From an optimization exercise on the open Yosys and OpenROAD flow, aimed at small area; shortcuts taken in it are not production practice. In this exercise RTL edits were held to simulation tests only and were not proved equivalent to the original. No driver is modelled on the clock port, so clock power and skew are understated where the tree is cut down; a real chip needs a root buffer or a tree. Power is estimated from default activity; no workload was simulated.

Setup of P:
## top
module top(
	input  wire       clk,
	input  wire       rst_n,
	input  wire       key1,
	input  wire       key2,
	output wire [3:0] led
);
Size in the first run: about 170 cells after synthesis, ~8 I/O pins.
==> module top, before the edit <==
module top(
	input  wire       clk,
	input  wire       rst_n,
	input  wire       key1,
	input  wire       key2,
	output wire [3:0] led
);
reg  rn;
wire r = !rn;
always @(posedge clk or negedge rst_n)
	if (!rst_n) rn <= 1'b0;
	else        rn <= rst_n;
localparam [17:0] KPOL  = 18'h2AAAA;
localparam [17:0] KHIGH = 18'h2AAAA;
localparam [17:0] KS1   = 18'h2AAAB;
localparam [17:0] KTHR  = 18'h15E74;
localparam [17:0] KMSK  = 18'h3F7FF;
reg  [17:0] q1, q2;           
wire [17:0] l1 = q1 ^ KPOL;
wire [17:0] l2 = q2 ^ KPOL;
wire        m1 = ((l1 ^ KTHR) & KMSK) == 18'd0;
wire        m2 = ((l2 ^ KTHR) & KMSK) == 18'd0;
wire        k1 = m1 & !r;     
wire        k2 = m2 & !r;
always @(posedge clk) begin
	q1 <= (key1 ? KHIGH : r ? KS1 : m1 ? 18'd0 : {l1[16:0], l1[17] ^ l1[6]}) ^ KPOL;
	q2 <= (key2 ? KHIGH : r ? KS1 : m2 ? 18'd0 : {l2[16:0], l2[17] ^ l2[6]}) ^ KPOL;
end
reg  [2:0] c;                 
wire vend_s = (c[1] & c[0] & k2) | (c[2] & k1);
wire vend_d = c[2] & k2 & !k1;
reg [2:0] cn;
always @* begin
	if (r)       cn = 3'd0;
	else if (k1) cn = {c[1] & c[0], c[1] ^ c[0], !c[0] & !c[2]};    
	else if (k2) cn = {c[1] & !c[0], !c[1] & !c[2], c[0] & !c[1]};  
	else         cn = c;
end
always @(posedge clk) c <= cn;
reg        rs, rd;            
reg  [6:0] tq;                
reg  [6:0] nc;                
reg  [2:0] j;                 
wire [6:0] tm     = tq ^ 7'h2A;
wire idle   = !rs & !rd;
wire tick   = rd ? ({tm[6], tm[5:2], tm[0]} == 6'h00)      
                 : rs & (tm[5:0] == 6'h00);                
wire last   = (nc[4:2] == 3'b110) & (rd ? !nc[6] : !nc[0]);  
wire done   = tick & last;
always @(posedge clk) begin
	if (idle)      tq <= 7'h01 ^ 7'h2A;
	else if (tick) tq <= 7'h07 ^ 7'h2A;
	else           tq <= {tm[5:0], tm[6] ^ tm[0]} ^ 7'h2A;
	nc <= {nc[5:0], ~idle & ~(nc[6] ^ nc[2])};
end
always @(posedge clk or negedge rst_n) begin
	if (!rst_n) begin
		rs <= 1'b0;
		rd <= 1'b0;
		j  <= 3'b000;
	end else begin
		rs <= (rs & !done) | vend_s;
		rd <= (rd & !done) | vend_d;
		if (tick & rd)   
			j <= {j[1:0], !j[2]};
		else if (tick)   
			j <= {(j[1] | j[2]) & !(j[0] & j[2]), j[0] ^ j[2], !(j[2] & (j[0] | !j[1]))};
	end
end
assign led = {j[2] & j[0], j[1] & !(j[2] & j[0]), !j[1] & (j[0] | j[2]), !j[2] & !j[0]};
endmodule
==> flow/config.mk <==
export PLATFORM = sky130hd
export DESIGN_NAME = top
export DESIGN_NICKNAME = top
export VERILOG_FILES = /design/flow/design.v
export SDC_FILE = /design/flow/constraint.sdc
export NUM_CORES = 4
export LEC_CHECK = 0
export CAP_MARGIN = 0
export CORE_AREA = 2 2 57.63 57.63
export DIE_AREA = 0 0 59.63 59.63
export GPL_TIMING_DRIVEN = 0
export SLEW_MARGIN = 0
==> flow/constraint.sdc <==
create_clock -name core_clock -period 10.0 [get_ports {clk}]
set_input_delay 2.0000 -clock core_clock [delete_from_list [all_inputs] [get_ports {clk}]]
set_output_delay 2.0000 -clock core_clock [all_outputs]
set_load 0.01 [all_outputs]
standard.sh (not shown) runs the stock make flow with config.mk's settings and CLKGATE_MAP_FILE= SYNTH_SCRIPT=/design/flow/synth_recipe.tcl, a recipe that flattens the netlist after the stock synthesis.
==> flow/flow/run.sh <==
#!/bin/bash
# Own layout flow: the standard flow, except that
#  - ports get the smallest buffer (buf_1) instead of clkdlybuf4s50_1, and
set -euo pipefail
here=$(pwd)
res=$here/orfs/results/$FLOW_PLATFORM/top/base
lib=$FLOW_HOME/platforms/$FLOW_PLATFORM/lib/sky130_fd_sc_hd__tt_025C_1v80.lib
yosys=$(command -v yosys || echo $FLOW_HOME/../tools/install/yosys/bin/yosys)
ports="BUFFER_PORTS_ARGS=-buffer_cell sky130_fd_sc_hd__buf_1"

bash standard.sh "$ports" synth > $here/flow_synth.log 2>&1

# ---- re-map the combinational logic
cp $res/1_2_yosys.v $here/synth_standard.v
dontuse=$(sed -n '/DONT_USE_CELLS/,/^$/p' $FLOW_HOME/platforms/$FLOW_PLATFORM/config.mk | grep -o 'sky130_fd_sc_hd__[A-Za-z0-9_]*' | sed 's/^/-dont_use /' | tr '\n' ' ')
mkdir -p $here/reopt
# reopt PASS IN RUNS: ABC runs named by RUNS (a<seed>: deepsyn then amap,
# n<seed>: deepsyn then &nf) on netlist IN; sets best/bestarea over all runs
best=$here/synth_standard.v; bestarea=1e30
reopt() {
  local pass=$1 in=$2 runs=$3 v s
  for v in $runs; do
    s=${v:1}
    if [[ ${v:0:1} == a ]]; then
      printf 'strash\n&get -n\n&st\n&deepsyn -T 30 -S %s\n&put\ndch -f\namap\n' $s > $here/reopt/p$pass$v.abc
    else
      printf 'strash\n&get -n\n&st\n&deepsyn -T 30 -S %s\n&dch -f\n&nf -R 1000\n&put\n' $s > $here/reopt/p$pass$v.abc
    fi
    sed -e "s#@LIB@#$lib#g" -e "s#@IN@#$in#" -e "s#@OUT@#$here/reopt/p$pass$v.v#g" \
        -e "s#@SCRIPT@#$here/reopt/p$pass$v.abc#" -e "s#@DONTUSE@#$dontuse#" $here/flow/reopt.ys > $here/reopt/p$pass$v.ys
  done
  for v in $runs; do echo p$pass$v; done | xargs -P 4 -I{} sh -c "$yosys -s $here/reopt/{}.ys > $here/flow_reopt_{}.log 2>&1"
  for v in $runs; do
    a=$(awk '/Chip area for module/ {print $NF}' $here/reopt/p$pass$v.v.stat 2>/dev/null | tail -1)
    echo "pass $pass run $v: area $a" >> $here/flow_reopt_pick.log
    if [[ -n "$a" ]] && awk -v a=$a -v b=$bestarea 'BEGIN{exit !(a<b)}'; then best=$here/reopt/p$pass$v.v; bestarea=$a; fi
  done
}
reopt 1 $here/synth_standard.v "a1 n1 a2 n2 a3 n3 a4 n4 a5 n5 a6 n6 a7 n7 a8 n8"
reopt 2 $best "a11 n11 a12 n12 a13 n13 a14 n14"
echo "picked $best: area $bestarea" >> $here/flow_reopt_pick.log
cp $best $res/1_2_yosys.v

# ---- floorplan and placement
bash standard.sh "$ports" floorplan place > $here/flow_place.log 2>&1

# ---- clock buffers
pick=""
for cfg in "buf_12 2 x" "buf_12 2 y" "clkbuf_8 3 x" "buf_8 3 x" "clkbuf_16 2 x" "clkbuf_16 2 y" "clkbuf_16 3 x" "clkbuf_16 4 x"; do
  set -- $cfg
  s=$(RES=$res CLKBUF=sky130_fd_sc_hd__$1 NBUF=$2 SPLIT=$3 openroad -no_init -exit $here/flow/clock.tcl 2>&1 \
      | tee -a $here/flow_clock_try.log | awk '/max clk pin slew:/ {print $NF}')
  echo "$cfg: $s" >> $here/flow_clock_pick.log
  if [[ -n "$s" ]] && awk -v s=$s 'BEGIN{exit !(s < 112)}'; then pick=$cfg; break; fi
done
[[ -n "$pick" ]] || pick="clkbuf_16 4 x"
set -- $pick
echo "picked $pick" >> $here/flow_clock_pick.log
RES=$res CLKBUF=sky130_fd_sc_hd__$1 NBUF=$2 SPLIT=$3 OUTDIR=$res \
  openroad -no_init -exit $here/flow/clock.tcl > $here/flow_clock.log 2>&1
cp $res/4_1_cts.odb $res/4_cts.odb

# ---- routing and final layout
bash standard.sh "$ports" finish > $here/flow_finish.log 2>&1
Other scripts of this flow, unchanged in this note and not shown: flow/flow/clock.tcl, flow/flow/reopt.ys
Relative to P, the following input files were edited for Q:
diff --git a/flow/design.v b/flow/design.v
--- a/flow/design.v
+++ b/flow/design.v
@@ -44,8 +44,9 @@
 wire [6:0] tm     = tq ^ 7'h2A;
 wire idle   = !rs & !rd;
-wire tick   = rd ? ({tm[6], tm[5:2], tm[0]} == 6'h00)      
-                 : rs & (tm[5:0] == 6'h00);                
-wire last   = (nc[4:2] == 3'b110) & (rd ? !nc[6] : !nc[0]);  
-wire done   = tick & last;
+wire tick_s = rs & (tm[5:0] == 6'h00);                  
+wire tick_d = rd & ({tm[6], tm[5:2], tm[0]} == 6'h00);  
+wire tick   = tick_s | tick_d;
+wire end_s  = tick_s & ({nc[4:2], nc[0]} == 4'b1100);     
+wire end_d  = tick_d & ({nc[6], nc[4:2]} == 4'b0110);     
 always @(posedge clk) begin
 	if (idle)      tq <= 7'h01 ^ 7'h2A;
@@ -60,10 +61,10 @@
 		j  <= 3'b000;
 	end else begin
-		rs <= (rs & !done) | vend_s;
-		rd <= (rd & !done) | vend_d;
-		if (tick & rd)   
+		rs <= (rs & !end_s) | vend_s;
+		rd <= (rd & !end_d) | vend_d;
+		if (tick_s)     
+			j <= {(j[1] | j[2]) & !(j[0] & j[2]), j[0] ^ j[2], !(j[2] & (j[0] | !j[1]))};
+		else if (tick_d)
 			j <= {j[1:0], !j[2]};
-		else if (tick)   
-			j <= {(j[1] | j[2]) & !(j[0] & j[2]), j[0] ^ j[2], !(j[2] & (j[0] | !j[1]))};
 	end
 end
Total power ends up higher on Q.
When Q is set beside P, its count of non-filler cells in the finished layout turns out to be 0.95% smaller.
Status: share of the cycle needed by the critical path after routing parity (Q, P)
Q and P ended up with nearly the same setup slack on the worst flop-to-flop path.
Going from P to Q, synthesized cell count shrinks by 1.2%.
Q leaves more setup margin than P.
Diff P..Q | cell area | negligible
In every run of this note, the design's own scripts or RTL, not TritonCTS, make the clock network.

-- separate check: timing with driven ports --
Ports are ideal in the flow. The routed layouts listed here were re-timed in OpenROAD.
Step 1: set_driving_cell puts a clkbuf_16 on clk and a buf_2 on each other input, an assumption about the parent block.
Step 2 times the ports against the registers' clock, not the clock port: input delays grow and output delays shrink by t, the midpoint of the rising clock arrivals with the driver on.
Slacks: ideal / step 1 / step 2; pairs: ideal / step 1.
run	t, ns	setup slack, ns	clock arrival spread, ns	slew at the worst register clock pin (ns)
P	0.177	6.979 / 6.934 / 7.068	0.010 / 0.010	0.10 / 0.10
Q	0.181	6.987 / 6.939 / 7.060	0.005 / 0.005	0.10 / 0.10
After both steps every run listed still meets setup and hold.
